What follows belongs to an exercise in optimizing a design on an open flow for small area; a production flow would make more cautious choices. Function was checked by simulation only, so behaviour that the tests miss may differ from the original. The flow treats the clock pin as an ideal source. Dropping or thinning the clock tree relies on that and would not hold on a real chip. Power and IR drop assume default switching activity.

// battleship
module battleship(
input wire clk,
input wire rst,
input wire ARDUINO_A0,
input wire ARDUINO_A1,
input wire ARDUINO_A2,
input wire ARDUINO_A3,
output wire ARDUINO_IO0,
output wire ARDUINO_IO1,
output wire ARDUINO_IO2,
output wire ARDUINO_IO6,
output wire ARDUINO_IO7,
output wire ARDUINO_IO8,
output wire ARDUINO_IO9,
output wire ARDUINO_IO10,
output wire ARDUINO_IO11,
output reg ARDUINO_A4,
output reg ARDUINO_A5,
output wire PMOD1_D0_P,
output wire PMOD1_D0_N,
output wire PMOD1_D1_P,
output wire PMOD1_D1_N,
output wire PMOD1_D2_P,
output wire PMOD1_D2_N,
output wire PMOD2_D0_P,
output wire PMOD2_D0_N,
output wire PMOD2_D1_P,
output wire PMOD2_D2_P,
output wire PMOD2_D2_N,
output wire PMOD2_D3_P,
output wire ARDUINO_IO3,
output wire ARDUINO_IO4,
output wire ARDUINO_IO5
);
==> flow/config.mk <==
export PLATFORM = sky130hd
export DESIGN_NAME = battleship
export DESIGN_NICKNAME = battleship
export VERILOG_FILES = /design/flow/design.v
export SDC_FILE = /design/flow/constraint.sdc
export NUM_CORES = 4
export LEC_CHECK = 0
export CAP_MARGIN = 20
export CORE_MARGIN = 2
export CORE_UTILIZATION = 65
export CTS_BUF_LIST = sky130_fd_sc_hd__clkbuf_4 sky130_fd_sc_hd__clkbuf_8
export SLEW_MARGIN = 20
==> flow/constraint.sdc <==
create_clock -name core_clock -period 5.0 [get_ports {clk}]
set_input_delay 1.0000 -clock core_clock [delete_from_list [all_inputs] [get_ports {clk}]]
set_output_delay 1.0000 -clock core_clock [all_outputs]
set_load 0.01 [all_outputs]
standard.sh (not shown) runs the stock make flow with config.mk's settings and CLKGATE_MAP_FILE= SYNTH_SCRIPT=/design/flow/synth_recipe.tcl, a recipe that flattens the netlist after the stock synthesis.
==> flow/flow/run.sh <==
#!/bin/bash
# Standard layout, with the port buffers made from the smallest buffer cell.
set -e
export BUFFER_PORTS_ARGS="-buffer_cell sky130_fd_sc_hd__buf_1"
bash standard.sh > standard.log 2>&1
Change:
==> flow/run.sh (new file) <==
#!/bin/bash
# synth_recipe.tcl (not shown) runs the flow's synth.tcl, then flattens the netlist and writes it again
# the make line also repeats each setting of config.mk as NAME=value (left out here)
make -C /OpenROAD-flow-scripts/flow DESIGN_CONFIG=/design/flow/config.mk WORK_HOME=/design/flow/orfs CLKGATE_MAP_FILE= SYNTH_SCRIPT=/design/flow/synth_recipe.tcl finish
- CORE_UTILIZATION: 65 -> 40
- CTS_BUF_LIST: sky130_fd_sc_hd__clkbuf_4 sky130_fd_sc_hd__clkbuf_8 -> default
removed: flow/flow/run.sh
removed: flow/standard.sh
What happened:
- The changed run finished clean
- routed wire length went up by 8.7%
- global-route usage went down by 8.6 points
- die area went up by 59%
Change:
==> flow/flow/run.sh (new file) <==
#!/bin/bash
# The standard layout with three changes:
#  - synthesis maps the logic with an area-oriented ABC script (flow/area.abc);
#    everything else in synthesis (registers, flattening, renaming) is the standard flow's own
#  - the port buffers are made from the smallest buffer cell
#  - the clock tree uses clkbuf_8 buffers and no dummy loads
set -e
here=$PWD
export MY_ABC_SCRIPT=$here/flow/area.abc
sed 's#log_cmd abc {\*}\$abc_args#log_cmd abc -script $::env(MY_ABC_SCRIPT) {*}[lrange $abc_args 2 end]#' \
    $FLOW_HOME/scripts/synth.tcl > $here/synth_area.tcl
grep -q 'MY_ABC_SCRIPT' $here/synth_area.tcl
sed "s#\$::env(SCRIPTS_DIR)/synth.tcl#$here/synth_area.tcl#" synth_recipe.tcl > $here/synth_recipe_area.tcl
grep -q 'synth_area.tcl' $here/synth_recipe_area.tcl
export BUFFER_PORTS_ARGS="-buffer_cell sky130_fd_sc_hd__buf_1"
export CTS_ARGS="-buf_list sky130_fd_sc_hd__clkbuf_8 -root_buf sky130_fd_sc_hd__clkbuf_8 -dont_use_dummy_load -repair_clock_nets"
bash standard.sh SYNTH_SCRIPT=$here/synth_recipe_area.tcl finish > standard.log 2>&1
==> flow/flow/area.abc (new file) <==
strash
&get -n
&fraig -x
&put
scorr
dc2
strash
&get -n
&dch -f
&nf -R 1000 -p
&put
==> flow/standard.sh (new file) <==
#!/bin/bash
# synth_recipe.tcl (not shown) runs the flow's synth.tcl, then flattens the netlist and writes it again
# the make line also repeats each setting of config.mk as NAME=value (left out here)
make -C /OpenROAD-flow-scripts/flow DESIGN_CONFIG=/design/flow/config.mk WORK_HOME=/design/flow/orfs CLKGATE_MAP_FILE= SYNTH_SCRIPT=/design/flow/synth_recipe.tcl "${@:-finish}"
- CORE_UTILIZATION: 40 -> 65
removed: flow/run.sh
What happened: The new run went through all stages and came out clean; global-route usage rose by 12 points; setup slack is better by 510 ps; first-iteration DRC count rose by well over a third; cell area fell by roughly a tenth; combinational power fell by a quarter to a third; power fell by roughly a tenth; routed wire length fell by roughly a tenth; via count rose slightly; clock power fell by a quarter to a third; core utilization rose by 28 points; worst hold slack is better by 7.6 ps.
Change:
==> flow/flow/run.sh (replaced) <==
#!/bin/bash
# Standard layout, with the port buffers made from the smallest buffer cell
# and a clock tree of few, large buffers without dummy loads.
set -e
export BUFFER_PORTS_ARGS="-buffer_cell sky130_fd_sc_hd__buf_1"
export CTS_ARGS="-sink_clustering_enable -sink_clustering_size 80 -sink_clustering_max_diameter 300 -buf_list sky130_fd_sc_hd__clkbuf_16 -root_buf sky130_fd_sc_hd__clkbuf_16 -dont_use_dummy_load -repair_clock_nets"
bash standard.sh > standard.log 2>&1
removed: flow/flow/area.abc
Result: The new run produced a clean layout. Die area rises by 12%. Final area grows by 10%. Sequential cell count does not change. Wire length grows by 3.6%. Worst setup slack gets worse by 68 ps. Synthesized area goes up by 13%. Non-clock buffer count falls by 1. Power is higher by 18%. Count of clock-buffer cells in the layout stays the same.

* * *

Another version of the RTL of battleship (not shown whole).
For scale: ~390 cells after synthesis, ~32 I/O pins, about 3200 sq um of cells after synthesis.
==> flow/config.mk <==
export PLATFORM = sky130hd
export DESIGN_NAME = battleship
export DESIGN_NICKNAME = battleship
export VERILOG_FILES = /design/flow/design.v
export SDC_FILE = /design/flow/constraint.sdc
export NUM_CORES = 4
export LEC_CHECK = 0
export CAP_MARGIN = 20
export CORE_MARGIN = 2
export CORE_UTILIZATION = 65
export SLEW_MARGIN = 20
==> flow/constraint.sdc <==
create_clock -name core_clock -period 5.0 [get_ports {clk}]
set_input_delay 1.0000 -clock core_clock [delete_from_list [all_inputs] [get_ports {clk}]]
set_output_delay 1.0000 -clock core_clock [all_outputs]
set_load 0.01 [all_outputs]
==> flow/flow/run.sh <==
#!/bin/bash
# The standard layout with three changes:
#  - synthesis maps the logic with an area-oriented ABC script (flow/area.abc);
#    everything else in synthesis (registers, flattening, renaming) is the standard flow's own
#  - the port buffers are made from the smallest buffer cell
#  - the clock port drives four clkbuf_8 buffers, one per group of registers
#    (flow/cts_hook.tcl), in place of TritonCTS's tree
# Each tool's output goes to standard.log and the ORFS logs under orfs/logs.
set -e
here=$PWD
export MY_ABC_SCRIPT=$here/flow/area.abc
sed 's#log_cmd abc {\*}\$abc_args#log_cmd abc -script $::env(MY_ABC_SCRIPT) {*}[lrange $abc_args 2 end]#' \
    $FLOW_HOME/scripts/synth.tcl > $here/synth_area.tcl
grep -q 'MY_ABC_SCRIPT' $here/synth_area.tcl
sed "s#\$::env(SCRIPTS_DIR)/synth.tcl#$here/synth_area.tcl#" synth_recipe.tcl > $here/synth_recipe_area.tcl
grep -q 'synth_area.tcl' $here/synth_recipe_area.tcl
export BUFFER_PORTS_ARGS="-buffer_cell sky130_fd_sc_hd__buf_1"
export FLOW_CLOCK_PORT=clk
export FLOW_CLOCK_BUF=sky130_fd_sc_hd__clkbuf_8
export FLOW_CLOCK_LEVELS=2
export PRE_CTS_TCL=$here/flow/cts_hook.tcl
bash standard.sh SYNTH_SCRIPT=$here/synth_recipe_area.tcl finish > standard.log 2>&1
Other scripts of this flow, unchanged in this note and not shown: flow/flow/area.abc, flow/flow/cts_hook.tcl
Change:
--- a/flow/config.mk
+++ b/flow/config.mk
@@ -10 +10 @@
-export CORE_UTILIZATION = 65
+export CORE_UTILIZATION = 80
Result: The new run aborted during global placement with GPL-0301. Synthesized area does not change. Synthesized cell count is unchanged.
Change:
--- a/flow/config.mk
+++ b/flow/config.mk
@@ -8 +8 @@
-export CAP_MARGIN = 20
+export CAP_MARGIN = 0
@@ -11 +11 @@
-export SLEW_MARGIN = 20
+export SLEW_MARGIN = 0
Effect:
- The changed run did not get past global placement on GPL-0301
- synthesized area stays the same
- synthesized cell count does not change
In the first run of this note the design's own scripts or RTL, not TritonCTS, make the clock network.

* * *

## run 1
The RTL this note starts from:
==> flow/design.v <==
`timescale 1ns / 1ps
module battleship(
input wire clk,
input wire rst,
input wire ARDUINO_A0,
input wire ARDUINO_A1,
input wire ARDUINO_A2,
input wire ARDUINO_A3,
output wire ARDUINO_IO0,
output wire ARDUINO_IO1,
output wire ARDUINO_IO2,
output wire ARDUINO_IO6,
output wire ARDUINO_IO7,
output wire ARDUINO_IO8,
output wire ARDUINO_IO9,
output wire ARDUINO_IO10,
output wire ARDUINO_IO11,
output reg ARDUINO_A4,
output reg ARDUINO_A5,
output wire PMOD1_D0_P,
output wire PMOD1_D0_N,
output wire PMOD1_D1_P,
output wire PMOD1_D1_N,
output wire PMOD1_D2_P,
output wire PMOD1_D2_N,
output wire PMOD2_D0_P,
output wire PMOD2_D0_N,
output wire PMOD2_D1_P,
output wire PMOD2_D2_P,
output wire PMOD2_D2_N,
output wire PMOD2_D3_P,
output wire ARDUINO_IO3,
output wire ARDUINO_IO4,
output wire ARDUINO_IO5
);
reg [5:0] sub;        
reg [1:0] pr, pc;
reg [2:0] q;          
localparam [5:0] SUB_DISP = 6'd48;    
localparam [5:0] SUB_LAST = 6'd9;     
wire dtick = (sub == SUB_DISP);
wire sub_last = (sub == SUB_LAST);
wire gtick = sub_last && q[1] && q[0] && (pr == 2'd1) && (pc == 2'd1);
wire       slot_wrap = pc[1] || (pr == 2'd3);
wire [1:0] nr = slot_wrap ? pr + 2'd1 : pr;
wire [1:0] nc = {!slot_wrap && pc[0], !slot_wrap && !pc[0]};
always @(posedge clk) begin
    sub <= (rst || sub_last) ? 6'd0 : {sub[4:0], ~(sub[5] ^ sub[4])};
    if (rst) begin
        pr <= 2'd3;
        pc <= 2'd0;
        q <= 0;
    end else if (dtick) begin
        pr <= nr;
        pc <= nc;
        if (pr == 2'd2 && pc[1])
            q <= {q[1:0], !(q[2] || q[1])};
    end
end
reg [1:0] step;
reg p2, big, atk;
reg [1:0] inputRow, inputCol;
reg [2:0] cnt;        
reg       first;      
reg [1:0] hitsP1, hitsP2;    
reg       turn;       
reg       hit;        
reg [8:0] fired1, fired2, ship1, ship2;
wire s_row = (step == 2'd0);
wire s_col = (step == 2'd1);
wire s_com = (step == 2'd2);
wire s_spc = (step == 2'd3);
wire on1 = atk && (!s_spc || !turn);
wire on2 = atk && (!s_spc || turn);
wire any_sw = !ARDUINO_A1 || !ARDUINO_A2 || !ARDUINO_A3;
wire [1:0] sw_val = {ARDUINO_A1 && ARDUINO_A2, ARDUINO_A1 && !ARDUINO_A2};
wire tgt_hits3 = turn ? (hitsP1 == 2'b10) : (hitsP2 == 2'b10);
wire win = hit && tgt_hits3;
wire [2:0] row_hot = {inputRow[1], inputRow[0], !inputRow[1] && !inputRow[0]};
wire [2:0] col_msk = {inputCol[1] || (big && inputCol[0]), big || inputCol[0],
                      !inputCol[1] && !inputCol[0]};
wire commit = gtick && s_com;
wire clr_en = gtick && s_spc && !atk;
wire place1 = commit && !atk && !p2;
wire place2 = commit && !atk && p2;
wire shoot1 = commit && atk && !turn;
wire shoot2 = commit && atk && turn;
wire [8:0] cell_msk = {{3{row_hot[2]}} & col_msk, {3{row_hot[1]}} & col_msk, {3{row_hot[0]}} & col_msk};
always @(posedge clk) begin
    ship1  <= (ship1  & {9{!clr_en}}) | (cell_msk & {9{place1}});
    ship2  <= (ship2  & {9{!clr_en}}) | (cell_msk & {9{place2}});
    fired1 <= (fired1 & {9{!clr_en}}) | (cell_msk & {9{shoot1}});
    fired2 <= (fired2 & {9{!clr_en}}) | (cell_msk & {9{shoot2}});
end
wire lit = (nr != 2'd3);
reg f1, s1, f2, s2;
always @(*) begin
    case ({nr, nc})
    4'b0000: begin f1 = fired1[0]; s1 = ship1[0]; f2 = fired2[0]; s2 = ship2[0]; end
    4'b0001: begin f1 = fired1[1]; s1 = ship1[1]; f2 = fired2[1]; s2 = ship2[1]; end
    4'b0010: begin f1 = fired1[2]; s1 = ship1[2]; f2 = fired2[2]; s2 = ship2[2]; end
    4'b0100: begin f1 = fired1[3]; s1 = ship1[3]; f2 = fired2[3]; s2 = ship2[3]; end
    4'b0101: begin f1 = fired1[4]; s1 = ship1[4]; f2 = fired2[4]; s2 = ship2[4]; end
    4'b0110: begin f1 = fired1[5]; s1 = ship1[5]; f2 = fired2[5]; s2 = ship2[5]; end
    4'b1000: begin f1 = fired1[6]; s1 = ship1[6]; f2 = fired2[6]; s2 = ship2[6]; end
    4'b1001: begin f1 = fired1[7]; s1 = ship1[7]; f2 = fired2[7]; s2 = ship2[7]; end
    4'b1010: begin f1 = fired1[8]; s1 = ship1[8]; f2 = fired2[8]; s2 = ship2[8]; end
    default: begin f1 = 1'b0; s1 = 1'b0; f2 = 1'b0; s2 = 1'b0; end
    endcase
end
wire scan_tgt = atk && s_com && (nr == inputRow) && (nc == inputCol);
always @(posedge clk) begin
    if (scan_tgt) hit <= turn ? s2 : s1;
end
always @(posedge clk) begin
    if (rst) begin
        step <= 2'd3;
        p2 <= 0;
        big <= 0;
        atk <= 0;
        inputRow <= 0;
        inputCol <= 0;
        cnt <= 0;
        first <= 1'b1;
        hitsP1 <= 0;
        hitsP2 <= 0;
        turn <= 0;
        ARDUINO_A4 <= 0;
        ARDUINO_A5 <= 0;
    end else if (gtick) begin
        case (step)
        2'd0: begin
            ARDUINO_A4 <= 1;
            ARDUINO_A5 <= 0;
            if (!ARDUINO_A0) begin
                if (any_sw) inputRow <= sw_val;
                step <= 2'd1;
            end
        end
        2'd1: begin
            ARDUINO_A4 <= 0;
            ARDUINO_A5 <= 1;
            if (!ARDUINO_A0) begin
                if (any_sw) inputCol <= sw_val;
                step <= 2'd2;
            end
        end
        2'd2: begin
            step <= 2'd0;
            if (atk) begin
                if (hit) begin
                    if (turn) hitsP1 <= {hitsP1[0], !hitsP1[1]};
                    else      hitsP2 <= {hitsP2[0], !hitsP2[1]};
                end
                turn <= !turn;
                if (win) step <= 2'd3;
            end else if (!big) begin
                cnt <= {cnt[1:0], cnt[2] ^ (cnt[1] || !cnt[0])};
                if (cnt == 3'b001) big <= 1;
            end else begin
                big <= 0;
                if (p2) begin
                    p2 <= 0;
                    atk <= 1;
                end else begin
                    p2 <= 1;
                    if (first) cnt <= 0;
                    first <= 0;
                end
            end
        end
        2'd3: begin
            if (!atk) begin
                step <= 2'd0;
            end else begin
                ARDUINO_A4 <= 0;
                ARDUINO_A5 <= 0;
                if (!ARDUINO_A1 && !ARDUINO_A2 && !ARDUINO_A3) begin
                    hitsP1 <= 0;
                    hitsP2 <= 0;
                    turn <= 0;
                    atk <= 0;
                end
            end
        end
        endcase
    end
end
reg [1:0] colr1, colr2;
always @(posedge clk) begin
    if (rst) begin
        colr1 <= 0;
        colr2 <= 0;
    end else if (dtick) begin
        if (on1) colr1 <= {lit & f1, lit & (!f1 | s1)};
        if (on2) colr2 <= {lit & f2, lit & (!f2 | s2)};
    end
end
wire [2:0] pr_hot = {pr[1] && !pr[0], !pr[1] && pr[0], !pr[1] && !pr[0]};
wire [2:0] pc_hot = {pc[1], pc[0], !pc[1] && !pc[0]};
wire [2:0] sr1 = {on1 && pr_hot[2], !on1 || pr_hot[1], on1 && pr_hot[0]};
wire [2:0] sc1 = {on1 && pc_hot[2], !on1 || pc_hot[1], on1 && pc_hot[0]};
wire [2:0] sr2 = {on2 && pr_hot[2], !on2 || pr_hot[1], on2 && pr_hot[0]};
wire [2:0] sc2 = {on2 && pc_hot[2], !on2 || pc_hot[1], on2 && pc_hot[0]};
wire g1 = !colr1[1] && colr1[0], r1 = colr1[1] && !colr1[0], b1 = colr1[1] && colr1[0], l1 = colr1[1] || colr1[0];
wire g2 = !colr2[1] && colr2[0], r2 = colr2[1] && !colr2[0], b2 = colr2[1] && colr2[0], l2 = colr2[1] || colr2[0];
assign ARDUINO_IO0  = g1 & sc1[0];
assign ARDUINO_IO1  = g1 & sc1[1];
assign ARDUINO_IO2  = g1 & sc1[2];
assign ARDUINO_IO6  = b1 & sc1[0];
assign ARDUINO_IO7  = b1 & sc1[1];
assign ARDUINO_IO8  = b1 & sc1[2];
assign ARDUINO_IO9  = r1 & sc1[0];
assign ARDUINO_IO10 = r1 & sc1[1];
assign ARDUINO_IO11 = r1 & sc1[2];
assign ARDUINO_IO3  = !(l1 & sr1[0]);
assign ARDUINO_IO4  = !(l1 & sr1[1]);
assign ARDUINO_IO5  = !(l1 & sr1[2]);
assign PMOD1_D1_N = g2 & sc2[0];
assign PMOD1_D2_P = g2 & sc2[1];
assign PMOD1_D2_N = g2 & sc2[2];
assign PMOD2_D0_P = b2 & sc2[0];
assign PMOD2_D0_N = b2 & sc2[1];
assign PMOD2_D1_P = b2 & sc2[2];
assign PMOD1_D0_P = r2 & sc2[0];
assign PMOD1_D0_N = r2 & sc2[1];
assign PMOD1_D1_P = r2 & sc2[2];
assign PMOD2_D2_P = !(l2 & sr2[0]);
assign PMOD2_D2_N = !(l2 & sr2[1]);
assign PMOD2_D3_P = !(l2 & sr2[2]);
endmodule
==> flow/config.mk <==
export PLATFORM = sky130hd
export DESIGN_NAME = battleship
export DESIGN_NICKNAME = battleship
export VERILOG_FILES = /design/flow/design.v
export SDC_FILE = /design/flow/constraint.sdc
export NUM_CORES = 4
export LEC_CHECK = 0
export CAP_MARGIN = 20
export CORE_MARGIN = 2
export CORE_UTILIZATION = 65
export SLEW_MARGIN = 20
==> flow/constraint.sdc <==
create_clock -name core_clock -period 5.0 [get_ports {clk}]
set_input_delay 1.0000 -clock core_clock [delete_from_list [all_inputs] [get_ports {clk}]]
set_output_delay 1.0000 -clock core_clock [all_outputs]
set_load 0.01 [all_outputs]
==> flow/flow/run.sh <==
#!/bin/bash
# Standard layout, with the port buffers made from the smallest buffer cell
# and a clock tree of few, large buffers without dummy loads.
set -e
export BUFFER_PORTS_ARGS="-buffer_cell sky130_fd_sc_hd__buf_1"
export CTS_ARGS="-sink_clustering_enable -sink_clustering_size 40 -sink_clustering_max_diameter 300 -buf_list sky130_fd_sc_hd__clkbuf_8 -root_buf sky130_fd_sc_hd__clkbuf_8 -dont_use_dummy_load -repair_clock_nets"
bash standard.sh > standard.log 2>&1
diff inputs: run 1 => run 2
# run 1
export LEC_CHECK = 0
export CAP_MARGIN = 20
export CORE_MARGIN = 2
export CORE_UTILIZATION = 65
export SLEW_MARGIN = 20
create_clock -name core_clock -period 5.0 [get_ports {clk}]
# run 2
export LEC_CHECK = 0
export CAP_MARGIN = 20
export CORE_MARGIN = 2
export CORE_UTILIZATION = 65
export CTS_BUF_LIST = sky130_fd_sc_hd__clkbuf_8
export CTS_CLUSTER_DIAMETER = 200
export CTS_CLUSTER_SIZE = 40
export SLEW_MARGIN = 20
create_clock -name core_clock -period 5.0 [get_ports {clk}]
==> flow/flow/run.sh <==
#!/bin/bash
# Standard layout, with the port buffers made from the smallest buffer cell.
set -e
export BUFFER_PORTS_ARGS="-buffer_cell sky130_fd_sc_hd__buf_1"
bash standard.sh > standard.log 2>&1
- Summary — synthesis-to-finish area growth, run 2 relative to run 1: higher, by 2.8 points.
- Diff run 1 -> run 2: largest incremental delay on the critical path flat; power dissipated in sequential cells flat; minimum setup slack in the final design down 0.055 ns.
- Filler cell count (higher): run 1
- Looking at the reports, run 2 completed the entire flow and the layout it produced met the timing, design-rule and antenna checks.
- The post-route cell area number comes out higher for run 2 vs run 1.
- Diff run 1 -> run 2 | overall power of the completed layout | up by more than 10%
- Row routed wire length: run 2 higher / run 1 lower
diff inputs: run 2 => run 3
# run 2
export LEC_CHECK = 0
export CAP_MARGIN = 20
export CORE_MARGIN = 2
export CORE_UTILIZATION = 65
export CTS_BUF_LIST = sky130_fd_sc_hd__clkbuf_8
export CTS_CLUSTER_DIAMETER = 200
export CTS_CLUSTER_SIZE = 40
export SLEW_MARGIN = 20
create_clock -name core_clock -period 5.0 [get_ports {clk}]
# run 3
export LEC_CHECK = 0
export CAP_MARGIN = 20
export CORE_MARGIN = 2
export CORE_UTILIZATION = 65
export CTS_BUF_LIST = sky130_fd_sc_hd__clkbuf_16
export CTS_CLUSTER_DIAMETER = 500
export CTS_CLUSTER_SIZE = 80
export SLEW_MARGIN = 20
create_clock -name core_clock -period 5.0 [get_ports {clk}]
## What came out
Run 2 and run 3 ended up with nearly the same total CTS buffers.
Compared to run 2, run 3 has layout buffering overhead excluding clock cells 0.44 points lower.
The insertion delay to the later sink of the worst-skew pair of run 3 falls short of that of run 2 by 0.03 ns.
Register-to-register slack: run 3 worse than run 2
On count of non-filler cells in the finished layout, run 2 and run 3 are neck and neck.

[separate check: timing with driven ports]
The flow's constraints put no driver on any port. The routed layouts listed below were extracted and timed again, unchanged, in two steps. Step 1 sets driving cells, clkbuf_16 on the clock port and buf_2 on the other inputs (assumed; they add their load-dependent delay and slew). Step 2 moves the port delays by t, midway between the first and last clock arrival at a register: inputs arrive t later, outputs are due t later. That takes back most of the time a late clock gives input paths. a / b / c = no drivers / after step 1 / after step 2; a / b = the first two.
run	shift t [ns]	setup WS [ns]	worst setup path after step 2
the first run of note 1	0.385	1.837 / 1.806 / 2.191	register to output
the second run of note 1	0.379	1.451 / 1.420 / 1.799	register to output
the third run of note 1	0.379	1.959 / 1.929 / 2.149	register to register
the fourth run of note 1	0.354	1.891 / 1.856 / 2.210	register to output
the first run of note 2	0.220	1.974 / 1.974 / 1.974	register to register
run 1	0.363	1.891 / 1.862 / 2.225	register to output
run 2	0.385	1.837 / 1.806 / 2.191	register to output
run 3	0.365	1.813 / 1.778 / 2.143	register to output
After both steps every run listed still meets setup and hold.
